Context: an optimization exercise on an open-source flow, tuned for small area and a short achievable clock period. The choices shown serve that exercise and are no tape-out recipe. The RTL was checked by simulation tests, not by an equivalence proof against the original design.

===== config.mk =====
export PLATFORM = sky130hd
export DESIGN_NAME = CORDIC
export DESIGN_NICKNAME = CORDIC
export VERILOG_FILES = /design/flow/design.v
export SDC_FILE = /design/flow/constraint.sdc
export NUM_CORES = 4
export LEC_CHECK = 0
export CAP_MARGIN = 20
export CORE_MARGIN = 2
export CORE_UTILIZATION = 40
export SLEW_MARGIN = 20

===== design.v =====
module CORDIC
(
    input   wire                    rst_n,
    input   wire                    clk,
    input   wire                    run_i,
    input   wire                    r965_flag_i,
    input   wire    [16:0]          idata_i,
    input   wire    [16:0]          qdata_i,
    input   wire    [14:0]          angle_i,
    output  wire    [15:0]          idata_o,
    output  wire    [15:0]          qdata_o
);
wire    [17:0]      w_rot0_i_add_q;
wire    [17:0]      w_rot0_i_minus_q;
wire    [17:0]      w_rot0_q_add_i;
wire    [17:0]      w_rot0_q_minus_i;
wire    [14:0]      w_rot0_add_half;
wire    [14:0]      w_rot0_minus_half;
wire    [17:0]      w_rot0_i;
wire    [17:0]      w_rot0_q;
wire    [14:0]      w_rot0_angle;
wire    [17:0]      w_rot1_i_add_q;
wire    [17:0]      w_rot1_i_minus_q;
wire    [17:0]      w_rot1_q_add_i;
wire    [17:0]      w_rot1_q_minus_i;
wire    [14:0]      w_rot1_add_half;
wire    [14:0]      w_rot1_minus_half;
wire    [17:0]      w_rot1_i;
wire    [17:0]      w_rot1_q;
wire    [14:0]      w_rot1_angle;
reg     [17:0]      r_rot1_i;
reg     [17:0]      r_rot1_q;
reg     [14:0]      r_rot1_angle;
assign  w_rot0_i_add_q      = {idata_i[16],idata_i} + {qdata_i[16],qdata_i};
assign  w_rot0_i_minus_q    = {idata_i[16],idata_i} - {qdata_i[16],qdata_i};
assign  w_rot0_q_add_i      = {qdata_i[16],qdata_i} + {idata_i[16],idata_i};
assign  w_rot0_q_minus_i    = {qdata_i[16],qdata_i} - {idata_i[16],idata_i};
assign  w_rot0_add_half     = angle_i + 15'd4095;
assign  w_rot0_minus_half   = angle_i - 15'd4095;
assign  w_rot0_i            = angle_i[14] ? w_rot0_i_add_q   : w_rot0_i_minus_q  ;
assign  w_rot0_q            = angle_i[14] ? w_rot0_q_minus_i : w_rot0_q_add_i    ;
assign  w_rot0_angle        = angle_i[14] ? w_rot0_add_half  : w_rot0_minus_half ;
assign  w_rot1_i_add_q      = w_rot0_i + {w_rot0_q[17],w_rot0_q[17:1]};
assign  w_rot1_i_minus_q    = w_rot0_i - {w_rot0_q[17],w_rot0_q[17:1]};
assign  w_rot1_q_add_i      = w_rot0_q + {w_rot0_i[17],w_rot0_i[17:1]};
assign  w_rot1_q_minus_i    = w_rot0_q - {w_rot0_i[17],w_rot0_i[17:1]};
assign  w_rot1_add_half     = w_rot0_angle + 15'd2418;
assign  w_rot1_minus_half   = w_rot0_angle - 15'd2418;
assign  w_rot1_i            = w_rot0_angle[14] ? w_rot1_i_add_q   : w_rot1_i_minus_q  ;
assign  w_rot1_q            = w_rot0_angle[14] ? w_rot1_q_minus_i : w_rot1_q_add_i    ;
assign  w_rot1_angle        = w_rot0_angle[14] ? w_rot1_add_half  : w_rot1_minus_half ;
always @ ( posedge clk or negedge rst_n )
begin
    if ( ~rst_n )
    begin
        r_rot1_i        <= 18'd0;
        r_rot1_q        <= 18'd0;
        r_rot1_angle    <= 15'd0;
    end
    else if ( run_i )
    begin
        r_rot1_i        <= w_rot1_i;
        r_rot1_q        <= w_rot1_q;
        r_rot1_angle    <= w_rot1_angle;
    end
end
wire    [17:0]      w_rot2_i_add_q;
wire    [17:0]      w_rot2_i_minus_q;
wire    [17:0]      w_rot2_q_add_i;
wire    [17:0]      w_rot2_q_minus_i;
wire    [14:0]      w_rot2_add_half;
wire    [14:0]      w_rot2_minus_half;
wire    [17:0]      w_rot2_i;
wire    [17:0]      w_rot2_q;
wire    [14:0]      w_rot2_angle;
wire    [17:0]      w_rot3_i_add_q;
wire    [17:0]      w_rot3_i_minus_q;
wire    [17:0]      w_rot3_q_add_i;
wire    [17:0]      w_rot3_q_minus_i;
wire    [14:0]      w_rot3_add_half;
wire    [14:0]      w_rot3_minus_half;
wire    [17:0]      w_rot3_i;
wire    [17:0]      w_rot3_q;
wire    [14:0]      w_rot3_angle;
reg     [17:0]      r_rot3_i;
reg     [17:0]      r_rot3_q;
reg     [14:0]      r_rot3_angle;
assign  w_rot2_i_add_q      = r_rot1_i + {{2{r_rot1_q[17]}},r_rot1_q[17:2]};
assign  w_rot2_i_minus_q    = r_rot1_i - {{2{r_rot1_q[17]}},r_rot1_q[17:2]};
assign  w_rot2_q_add_i      = r_rot1_q + {{2{r_rot1_i[17]}},r_rot1_i[17:2]};
assign  w_rot2_q_minus_i    = r_rot1_q - {{2{r_rot1_i[17]}},r_rot1_i[17:2]};
assign  w_rot2_add_half     = r_rot1_angle + 15'd1277;
assign  w_rot2_minus_half   = r_rot1_angle - 15'd1277;
assign  w_rot2_i            = r_rot1_angle[14] ? w_rot2_i_add_q   : w_rot2_i_minus_q  ;
assign  w_rot2_q            = r_rot1_angle[14] ? w_rot2_q_minus_i : w_rot2_q_add_i    ;
assign  w_rot2_angle        = r_rot1_angle[14] ? w_rot2_add_half  : w_rot2_minus_half ;
assign  w_rot3_i_add_q      = w_rot2_i + {{3{w_rot2_q[17]}},w_rot2_q[17:3]};
assign  w_rot3_i_minus_q    = w_rot2_i - {{3{w_rot2_q[17]}},w_rot2_q[17:3]};
assign  w_rot3_q_add_i      = w_rot2_q + {{3{w_rot2_i[17]}},w_rot2_i[17:3]};
assign  w_rot3_q_minus_i    = w_rot2_q - {{3{w_rot2_i[17]}},w_rot2_i[17:3]};
assign  w_rot3_add_half     = w_rot2_angle + 15'd648;
assign  w_rot3_minus_half   = w_rot2_angle - 15'd648;
assign  w_rot3_i            = w_rot2_angle[14] ? w_rot3_i_add_q   : w_rot3_i_minus_q  ;
assign  w_rot3_q            = w_rot2_angle[14] ? w_rot3_q_minus_i : w_rot3_q_add_i    ;
assign  w_rot3_angle        = w_rot2_angle[14] ? w_rot3_add_half  : w_rot3_minus_half ;
always @ ( posedge clk or negedge rst_n )
begin
    if ( ~rst_n )
    begin
        r_rot3_i        <= 18'd0;
        r_rot3_q        <= 18'd0;
        r_rot3_angle    <= 15'd0;
    end
    else if ( run_i )
    begin
        r_rot3_i        <= w_rot3_i;
        r_rot3_q        <= w_rot3_q;
        r_rot3_angle    <= w_rot3_angle;
    end
end
wire    [17:0]      w_rot4_i_add_q;
wire    [17:0]      w_rot4_i_minus_q;
wire    [17:0]      w_rot4_q_add_i;
wire    [17:0]      w_rot4_q_minus_i;
wire    [14:0]      w_rot4_add_half;
wire    [14:0]      w_rot4_minus_half;
wire    [17:0]      w_rot4_i;
wire    [17:0]      w_rot4_q;
wire    [14:0]      w_rot4_angle;
wire    [17:0]      w_rot5_i_add_q;
wire    [17:0]      w_rot5_i_minus_q;
wire    [17:0]      w_rot5_q_add_i;
wire    [17:0]      w_rot5_q_minus_i;
wire    [14:0]      w_rot5_add_half;
wire    [14:0]      w_rot5_minus_half;
wire    [17:0]      w_rot5_i;
wire    [17:0]      w_rot5_q;
wire    [14:0]      w_rot5_angle;
reg     [17:0]      r_rot5_i;
reg     [17:0]      r_rot5_q;
reg     [14:0]      r_rot5_angle;
assign  w_rot4_i_add_q      = r_rot3_i + {{4{r_rot3_q[17]}},r_rot3_q[17:4]};
assign  w_rot4_i_minus_q    = r_rot3_i - {{4{r_rot3_q[17]}},r_rot3_q[17:4]};
assign  w_rot4_q_add_i      = r_rot3_q + {{4{r_rot3_i[17]}},r_rot3_i[17:4]};
assign  w_rot4_q_minus_i    = r_rot3_q - {{4{r_rot3_i[17]}},r_rot3_i[17:4]};
assign  w_rot4_add_half     = r_rot3_angle + 15'd325;
assign  w_rot4_minus_half   = r_rot3_angle - 15'd325;
assign  w_rot4_i            = r_rot3_angle[14] ? w_rot4_i_add_q   : w_rot4_i_minus_q  ;
assign  w_rot4_q            = r_rot3_angle[14] ? w_rot4_q_minus_i : w_rot4_q_add_i    ;
assign  w_rot4_angle        = r_rot3_angle[14] ? w_rot4_add_half  : w_rot4_minus_half ;
assign  w_rot5_i_add_q      = w_rot4_i + {{5{w_rot4_q[17]}},w_rot4_q[17:5]};
assign  w_rot5_i_minus_q    = w_rot4_i - {{5{w_rot4_q[17]}},w_rot4_q[17:5]};
assign  w_rot5_q_add_i      = w_rot4_q + {{5{w_rot4_i[17]}},w_rot4_i[17:5]};
assign  w_rot5_q_minus_i    = w_rot4_q - {{5{w_rot4_i[17]}},w_rot4_i[17:5]};
assign  w_rot5_add_half     = w_rot4_angle + 15'd162;
assign  w_rot5_minus_half   = w_rot4_angle - 15'd162;
assign  w_rot5_i            = w_rot4_angle[14] ? w_rot5_i_add_q   : w_rot5_i_minus_q  ;
assign  w_rot5_q            = w_rot4_angle[14] ? w_rot5_q_minus_i : w_rot5_q_add_i    ;
assign  w_rot5_angle        = w_rot4_angle[14] ? w_rot5_add_half  : w_rot5_minus_half ;
always @ ( posedge clk or negedge rst_n )
begin
    if ( ~rst_n )
    begin
        r_rot5_i        <= 18'd0;
        r_rot5_q        <= 18'd0;
        r_rot5_angle    <= 15'd0;
    end
    else if ( run_i )
    begin
        r_rot5_i        <= w_rot5_i;
        r_rot5_q        <= w_rot5_q;
        r_rot5_angle    <= w_rot5_angle;
    end
end
wire    [17:0]      w_rot6_i_add_q;
wire    [17:0]      w_rot6_i_minus_q;
wire    [17:0]      w_rot6_q_add_i;
wire    [17:0]      w_rot6_q_minus_i;
wire    [14:0]      w_rot6_add_half;
wire    [14:0]      w_rot6_minus_half;
wire    [17:0]      w_rot6_i;
wire    [17:0]      w_rot6_q;
wire    [14:0]      w_rot6_angle;
wire    [17:0]      w_rot7_i_add_q;
wire    [17:0]      w_rot7_i_minus_q;
wire    [17:0]      w_rot7_q_add_i;
wire    [17:0]      w_rot7_q_minus_i;
wire    [14:0]      w_rot7_add_half;
wire    [14:0]      w_rot7_minus_half;
wire    [17:0]      w_rot7_i;
wire    [17:0]      w_rot7_q;
wire    [14:0]      w_rot7_angle;
reg     [17:0]      r_rot7_i;
reg     [17:0]      r_rot7_q;
reg     [14:0]      r_rot7_angle;
assign  w_rot6_i_add_q      = r_rot5_i + {{6{r_rot5_q[17]}},r_rot5_q[17:6]};
assign  w_rot6_i_minus_q    = r_rot5_i - {{6{r_rot5_q[17]}},r_rot5_q[17:6]};
assign  w_rot6_q_add_i      = r_rot5_q + {{6{r_rot5_i[17]}},r_rot5_i[17:6]};
assign  w_rot6_q_minus_i    = r_rot5_q - {{6{r_rot5_i[17]}},r_rot5_i[17:6]};
assign  w_rot6_add_half     = r_rot5_angle + 15'd81;
assign  w_rot6_minus_half   = r_rot5_angle - 15'd81;
assign  w_rot6_i            = r_rot5_angle[14] ? w_rot6_i_add_q   : w_rot6_i_minus_q  ;
assign  w_rot6_q            = r_rot5_angle[14] ? w_rot6_q_minus_i : w_rot6_q_add_i    ;
assign  w_rot6_angle        = r_rot5_angle[14] ? w_rot6_add_half  : w_rot6_minus_half ;
assign  w_rot7_i_add_q      = w_rot6_i + {{7{w_rot6_q[17]}},w_rot6_q[17:7]};
assign  w_rot7_i_minus_q    = w_rot6_i - {{7{w_rot6_q[17]}},w_rot6_q[17:7]};
assign  w_rot7_q_add_i      = w_rot6_q + {{7{w_rot6_i[17]}},w_rot6_i[17:7]};
assign  w_rot7_q_minus_i    = w_rot6_q - {{7{w_rot6_i[17]}},w_rot6_i[17:7]};
assign  w_rot7_add_half     = w_rot6_angle + 15'd40;
assign  w_rot7_minus_half   = w_rot6_angle - 15'd40;
assign  w_rot7_i            = w_rot6_angle[14] ? w_rot7_i_add_q   : w_rot7_i_minus_q  ;
assign  w_rot7_q            = w_rot6_angle[14] ? w_rot7_q_minus_i : w_rot7_q_add_i    ;
assign  w_rot7_angle        = w_rot6_angle[14] ? w_rot7_add_half  : w_rot7_minus_half ;
always @ ( posedge clk or negedge rst_n )
begin
    if ( ~rst_n )
    begin
        r_rot7_i        <= 18'd0;
        r_rot7_q        <= 18'd0;
        r_rot7_angle    <= 15'd0;
    end
    else if ( run_i )
    begin
        r_rot7_i        <= w_rot7_i;
        r_rot7_q        <= w_rot7_q;
        r_rot7_angle    <= w_rot7_angle;
    end
end
wire    [17:0]      w_rot8_i_add_q;
wire    [17:0]      w_rot8_i_minus_q;
wire    [17:0]      w_rot8_q_add_i;
wire    [17:0]      w_rot8_q_minus_i;
wire    [14:0]      w_rot8_add_half;
wire    [14:0]      w_rot8_minus_half;
wire    [17:0]      w_rot8_i;
wire    [17:0]      w_rot8_q;
wire    [14:0]      w_rot8_angle;
wire    [17:0]      w_rot9_i_add_q;
wire    [17:0]      w_rot9_i_minus_q;
wire    [17:0]      w_rot9_q_add_i;
wire    [17:0]      w_rot9_q_minus_i;
wire    [14:0]      w_rot9_add_half;
wire    [14:0]      w_rot9_minus_half;
wire    [17:0]      w_rot9_i;
wire    [17:0]      w_rot9_q;
wire    [14:0]      w_rot9_angle;
reg     [17:0]      r_rot9_i;
reg     [17:0]      r_rot9_q;
reg     [14:0]      r_rot9_angle;
assign  w_rot8_i_add_q      = r_rot7_i + {{8{r_rot7_q[17]}},r_rot7_q[17:8]};
assign  w_rot8_i_minus_q    = r_rot7_i - {{8{r_rot7_q[17]}},r_rot7_q[17:8]};
assign  w_rot8_q_add_i      = r_rot7_q + {{8{r_rot7_i[17]}},r_rot7_i[17:8]};
assign  w_rot8_q_minus_i    = r_rot7_q - {{8{r_rot7_i[17]}},r_rot7_i[17:8]};
assign  w_rot8_add_half     = r_rot7_angle + 15'd20;
assign  w_rot8_minus_half   = r_rot7_angle - 15'd20;
assign  w_rot8_i            = r_rot7_angle[14] ? w_rot8_i_add_q   : w_rot8_i_minus_q  ;
assign  w_rot8_q            = r_rot7_angle[14] ? w_rot8_q_minus_i : w_rot8_q_add_i    ;
assign  w_rot8_angle        = r_rot7_angle[14] ? w_rot8_add_half  : w_rot8_minus_half ;
assign  w_rot9_i_add_q      = w_rot8_i + {{9{w_rot8_q[17]}},w_rot8_q[17:9]};
assign  w_rot9_i_minus_q    = w_rot8_i - {{9{w_rot8_q[17]}},w_rot8_q[17:9]};
assign  w_rot9_q_add_i      = w_rot8_q + {{9{w_rot8_i[17]}},w_rot8_i[17:9]};
assign  w_rot9_q_minus_i    = w_rot8_q - {{9{w_rot8_i[17]}},w_rot8_i[17:9]};
assign  w_rot9_add_half     = w_rot8_angle + 15'd10;
assign  w_rot9_minus_half   = w_rot8_angle - 15'd10;
assign  w_rot9_i            = w_rot8_angle[14] ? w_rot9_i_add_q   : w_rot9_i_minus_q  ;
assign  w_rot9_q            = w_rot8_angle[14] ? w_rot9_q_minus_i : w_rot9_q_add_i    ;
assign  w_rot9_angle        = w_rot8_angle[14] ? w_rot9_add_half  : w_rot9_minus_half ;
always @ ( posedge clk or negedge rst_n )
begin
    if ( ~rst_n )
    begin
        r_rot9_i        <= 18'd0;
        r_rot9_q        <= 18'd0;
        r_rot9_angle    <= 15'd0;
    end
    else if ( run_i )
    begin
        r_rot9_i        <= w_rot9_i;
        r_rot9_q        <= w_rot9_q;
        r_rot9_angle    <= w_rot9_angle;
    end
end
wire    [17:0]      w_rot10_i_add_q;
wire    [17:0]      w_rot10_i_minus_q;
wire    [17:0]      w_rot10_q_add_i;
wire    [17:0]      w_rot10_q_minus_i;
wire    [14:0]      w_rot10_add_half;
wire    [14:0]      w_rot10_minus_half;
wire    [17:0]      w_rot10_i;
wire    [17:0]      w_rot10_q;
wire    [14:0]      w_rot10_angle;
wire    [17:0]      w_rot11_i_add_q;
wire    [17:0]      w_rot11_i_minus_q;
wire    [17:0]      w_rot11_q_add_i;
wire    [17:0]      w_rot11_q_minus_i;
wire    [14:0]      w_rot11_add_half;
wire    [14:0]      w_rot11_minus_half;
wire    [17:0]      w_rot11_i;
wire    [17:0]      w_rot11_q;
wire    [14:0]      w_rot11_angle;
reg     [17:0]      r_rot11_i;
reg     [17:0]      r_rot11_q;
reg     [14:0]      r_rot11_angle;
assign  w_rot10_i_add_q     = r_rot9_i + {{10{r_rot9_q[17]}},r_rot9_q[17:10]};
assign  w_rot10_i_minus_q   = r_rot9_i - {{10{r_rot9_q[17]}},r_rot9_q[17:10]};
assign  w_rot10_q_add_i     = r_rot9_q + {{10{r_rot9_i[17]}},r_rot9_i[17:10]};
assign  w_rot10_q_minus_i   = r_rot9_q - {{10{r_rot9_i[17]}},r_rot9_i[17:10]};
assign  w_rot10_add_half    = r_rot9_angle + 15'd5;
assign  w_rot10_minus_half  = r_rot9_angle - 15'd5;
assign  w_rot10_i           = r_rot9_angle[14] ? w_rot10_i_add_q   : w_rot10_i_minus_q  ;
assign  w_rot10_q           = r_rot9_angle[14] ? w_rot10_q_minus_i : w_rot10_q_add_i    ;
assign  w_rot10_angle       = r_rot9_angle[14] ? w_rot10_add_half  : w_rot10_minus_half ;
assign  w_rot11_i_add_q     = w_rot10_i + {{11{w_rot10_q[17]}},w_rot10_q[17:11]};
assign  w_rot11_i_minus_q   = w_rot10_i - {{11{w_rot10_q[17]}},w_rot10_q[17:11]};
assign  w_rot11_q_add_i     = w_rot10_q + {{11{w_rot10_i[17]}},w_rot10_i[17:11]};
assign  w_rot11_q_minus_i   = w_rot10_q - {{11{w_rot10_i[17]}},w_rot10_i[17:11]};
assign  w_rot11_add_half    = w_rot10_angle + 15'd2;
assign  w_rot11_minus_half  = w_rot10_angle - 15'd2;
assign  w_rot11_i           = w_rot10_angle[14] ? w_rot11_i_add_q   : w_rot11_i_minus_q  ;
assign  w_rot11_q           = w_rot10_angle[14] ? w_rot11_q_minus_i : w_rot11_q_add_i    ;
assign  w_rot11_angle       = w_rot10_angle[14] ? w_rot11_add_half  : w_rot11_minus_half ;
always @ ( posedge clk or negedge rst_n )
begin
    if ( ~rst_n )
    begin
        r_rot11_i        <= 18'd0;
        r_rot11_q        <= 18'd0;
        r_rot11_angle    <= 15'd0;
    end
    else if ( run_i )
    begin
        r_rot11_i        <= w_rot11_i;
        r_rot11_q        <= w_rot11_q;
        r_rot11_angle    <= w_rot11_angle;
    end
end
wire    [17:0]      w_rot12_i_add_q;
wire    [17:0]      w_rot12_i_minus_q;
wire    [17:0]      w_rot12_q_add_i;
wire    [17:0]      w_rot12_q_minus_i;
wire    [17:0]      w_rot12_i;
wire    [17:0]      w_rot12_q;
reg     [17:0]      r_rot12_i;
reg     [17:0]      r_rot12_q;
assign  w_rot12_i_add_q     = r_rot11_i + {{12{r_rot11_q[17]}},r_rot11_q[17:12]};
assign  w_rot12_i_minus_q   = r_rot11_i - {{12{r_rot11_q[17]}},r_rot11_q[17:12]};
assign  w_rot12_q_add_i     = r_rot11_q + {{12{r_rot11_i[17]}},r_rot11_i[17:12]};
assign  w_rot12_q_minus_i   = r_rot11_q - {{12{r_rot11_i[17]}},r_rot11_i[17:12]};
assign  w_rot12_i           = r_rot11_angle[14] ? w_rot12_i_add_q   : w_rot12_i_minus_q;
assign  w_rot12_q           = r_rot11_angle[14] ? w_rot12_q_minus_i : w_rot12_q_add_i;
always @ ( posedge clk or negedge rst_n )
begin
    if ( ~rst_n )
    begin
        r_rot12_i        <= 18'd0;
        r_rot12_q        <= 18'd0;
    end
    else if ( run_i )
    begin
        r_rot12_i        <= w_rot12_i;
        r_rot12_q        <= w_rot12_q;
    end
end
assign idata_o = r_rot12_i;
assign qdata_o = r_rot12_q;
endmodule

===== run.sh =====
#!/bin/bash
# synth_recipe.tcl (not shown) runs the flow's synth.tcl, then flattens the netlist and writes it again
# the make line also repeats each setting of config.mk as NAME=value (left out here)
make -C /OpenROAD-flow-scripts/flow DESIGN_CONFIG=/design/flow/config.mk WORK_HOME=/design/flow/orfs CLKGATE_MAP_FILE= SYNTH_SCRIPT=/design/flow/synth_recipe.tcl finish

===== constraint.sdc =====
create_clock -name core_clock -period 7.5 [get_ports {clk}]
set_input_delay 1.5000 -clock core_clock [delete_from_list [all_inputs] [get_ports {clk}]]
set_output_delay 1.5000 -clock core_clock [all_outputs]
set_load 0.01 [all_outputs]

==> metrics.yaml <==
gp_congestion: 0.878
layout.nets: 6274
initial_utilization: 0.403
critPathCaptureType: "flip-flop"
numCtsBuffers: 42
drt_iter0_markers: 1984
finalCriticalPeriod_ns: 7.00
dpl.hpwl_mm: 91.1
ys_types: 115
critPathKind: "reg2reg"
crit_path_max_fanout: 6
vias: 38900
drv_slew: 0
wirelength_mm: 114
synth_edf_count: 0
hold_path.class: "reg2reg"
setup_viol: 0
hold_viol_final: 0
htreeDepth: 2
n_fill_cell: 11100
synth_area_per_cell_um2: 8.13
max_stage_delay_ns: 0.46
path_buf_inv: 0
numPortBuffers: 83
die_width_um: 338
drc: 0
finalCritPeriodShare: 0.933
coreArea_um2: 111000
slew_headroom: 0.353
worst_skew_pair.late_latency_ns: 0.63
antenna_found_initial: 0
fin_tns_setup_ns: 0
yosysTopAreaCell: "dfrtp_1"
r2r_end: "r_rot11_q[17]"
crit_slowest_cell: "dfrtp_1"
die_h_um: 338
cts_tree: "yes"
syn-num-nets: 6218
status: "complete, no violations"
numClockSinks: 324
drive_above_1_share: 0.0739
fin_util: 0.441
drv_cap: 0
grt_pass1_vias: 37000
placementRows: 122
routed_via_density: 5.50
grt_max_degree: 163
r2r_start: "r_rot9_q[13]"
yosys_warnings: 1
synth_top_area_share: 0.182
antenna_left: 0
wl_per_cell_um: 16.2
fmax_mhz: 143
clock-root-buffer: "clkbuf_16"
synthArstFlopShare: 1.00
cp.depth: 28
syn_inst: 5486
post_cts_buffers: 0
cts_buffer_depth: 3
syn_area_um2: 44600
ff2ff_path_depth: 28
cp-start-kind: "flip-flop"
ioPinCount: 85
die_area_um2: 114000
ys.flop_type: "dfrtp_1"
finClkSkew_ns: 0.0411
grt_pass1_wl_mm: 189
rsz0062_at_grt: "false"
critPathCapture: "r_rot11_q[17]"
grt_use_total: 0.198
crit_start: "r_rot9_q[13]"
diodes: 0
cp_top_family: "compound AO/OA/AOI/OAI gates"
yosys-top-cells-area: "dfrtp_1 (18%), ha_1 (18%), xnor2_1 (8.5%), a21oi_1 (5.3%), mux2_2 (4.4%)"
required_ns: 7.99
yosysSeqAreaShare: 0.182
tightest_slew_ns: 0.971
firstDrtPassIters: 7
path_clk_slew_ns: 0.06
r2r_slack_ns: 0.50
cp.arrival_ns: 7.48
postSynthRegisterBits: 324
grt-ovfl-total: 0
synthToLayoutAreaGrowth_pct: 9.32
==> final cells by class <==
cell class | count | area [um^2] | area share
clock buffer | 61 | 1240 | 0.0255
multi-input combinational | 4636 | 34500 | 0.708
tap | 1488 | 1860 | 0.0382
sequential | 324 | 8110 | 0.166
timing repair buffer | 141 | 1300 | 0.0266
inverter | 397 | 1500 | 0.0306
clock inverter | 16 | 256 | 0.00526
==> worst register-to-register path, delay by kind of cell (launching register included) <==
| kind | cells | cell delay (ns) |
|---|---|---|
| DFF | 1 | 0.46 |
| xor gates and xnor gates | 2 | 0.37 |
| muxes | 1 | 0.09 |
| AOI/OAI and AO/OA | 12 | 2.66 |
| adders and majority gates | 4 | 1.30 |
| and+or+nand+nor | 9 | 1.97 |
==> per-layer routing <==
metal,vias to the layer above,track usage,part of all wire,wire [um]
met2,529,0.352,0.48,55300
met1,18300,0.262,0.47,54000
met4,0,0.0352,0.015,1680
met5,-,0,0,0
li1,19900,-,-,-
met3,96,0.0174,0.030,3480
==> kinds of logic after synthesis <==
family | synth area share
AO/OA/AOI/OAI | 0.236
XOR/XNOR | 0.129
adder cells (fa/ha/maj) | 0.197
buffers and inverters | 0.0451
flip-flops | 0.182
multiplexers | 0.0524
AND/OR/NAND/NOR | 0.159
==> what timing repair did <==
action,in CTS,in global routing
resized for setup,0,2
setup endpoints to repair,0,2
hold buffers,0,0
==> sequential cells by signal, indices dropped and copies added (netlist names) <==
register,cells
r_rot11_angle,1
r_rot11_i,18
r_rot11_q,18
r_rot12_i,16
r_rot12_q,16
r_rot1_angle,15
r_rot1_i,18
r_rot1_q,18
r_rot3_angle,15
r_rot3_i,18
r_rot3_q,18
r_rot5_angle,15
r_rot5_i,18
r_rot5_q,18
r_rot7_angle,15
r_rot7_i,18
r_rot7_q,18
r_rot9_angle,15
r_rot9_i,18
r_rot9_q,18
==> synth_stat cells, types with 26 or more instances <==
| master | number |
|---|---|
| a211o_1 | 30 |
| nand3_1 | 90 |
| and3_1 | 34 |
| a21o_1 | 124 |
| nand2b_1 | 59 |
| o21a_1 | 104 |
| nor4_1 | 32 |
| a21oi_1 | 471 |
| nand2_1 | 319 |
| inv_1 | 393 |
| a211oi_1 | 51 |
| nor2_1 | 496 |
| xor2_1 | 212 |
| a31o_2 | 26 |
| or3_1 | 61 |
| mux2i_1 | 33 |
| o21bai_1 | 58 |
| or2_2 | 28 |
| dfrtp_1 | 324 |
| clkbuf_1 | 101 |
| a31oi_1 | 59 |
| nand3b_1 | 30 |
| o21ai_0 | 314 |
| nor3_1 | 164 |
| mux2_2 | 176 |
| fa_1 | 38 |
| ha_1 | 641 |
| a21boi_0 | 54 |
| o211ai_1 | 36 |
| nor2b_1 | 73 |
| xnor2_1 | 435 |
| o31ai_1 | 63 |
==> stage by stage <==
step | instance area, um^2 | worst slack, ns | hold WS (ns) | cells
floorplan | 44600 | 1.00 | 0.446 | 5486
global placement | 47300 | 0.315 | 0.469 | 6986
detailed placement | 47300 | 0.328 | 0.476 | 6986
CTS | 48800 | 0.598 | 0.491 | 7063
global route | 48800 | 0.0228 | 0.503 | 7063
finish | 48800 | 0.502 | 0.484 | 7063
==> placed cells by master, fill, tap and decap left out, types with 61 or more instances in the layout <==
cell and n:
nor2b_1 73, ha_1 641, xnor2_1 435, a21o_1 124, nor2_1 496, a21oi_1 471, o21ai_0 313, o31ai_1 61
o21a_1 104, xor2_1 212, mux2_2 176, clkdlybuf4s50_1 80, inv_1 392, nor3_1 164, dfrtp_1 324, nand2_1 319
or3_1 61, nand3_1 90
==> worst min-delay path by stage <==
stage | startpoint | depth (start not counted) | end | slack [ns]
global placement | r_rot7_angle[0] | 2 | r_rot9_angle[0] | 0.47
floorplan | r_rot7_angle[1] | 1 | r_rot9_angle[1] | 0.45
global route | r_rot9_angle[5] | 1 | r_rot9_angle[5] | 0.50
CTS | r_rot7_angle[0] | 2 | r_rot9_angle[0] | 0.49
finish | r_rot12_i[7] | 2 | r_rot12_i[7] | 0.48
detailed placement | r_rot7_angle[0] | 2 | r_rot9_angle[0] | 0.48

-- static timing again, ports no longer ideal --
In the flow no input, the clock included, has a driving cell. The finished layout below was timed again as built, in two steps.
Step 1 (the two cells are an assumption about what drives the block):
set clk [get_ports {clk}]
set_driving_cell -lib_cell sky130_fd_sc_hd__clkbuf_16 $clk
set_driving_cell -lib_cell sky130_fd_sc_hd__buf_2 [delete_from_list [all_inputs] $clk]
Step 2, shift: input delay + t, output delay - t, t = (earliest + latest rising clock arrival at the registers) / 2. This alone moves slack from input paths to output paths.
Three values: no drivers, after step 1, after step 2; two values: the first two.
shift t [ns]: 0.683
setup WS [ns]: 0.502 / 0.502 / 0.249
hold WS [ns]: 0.484 / 0.484 / 0.484
clock arrival spread, ns: 0.042 / 0.042
worst data-port slew with drivers (ns): 0.05
After both steps this run still meets setup and hold. For this run, drivers alone change the setup slack by 0.000 ns; drivers and shift together by -0.253 ns.
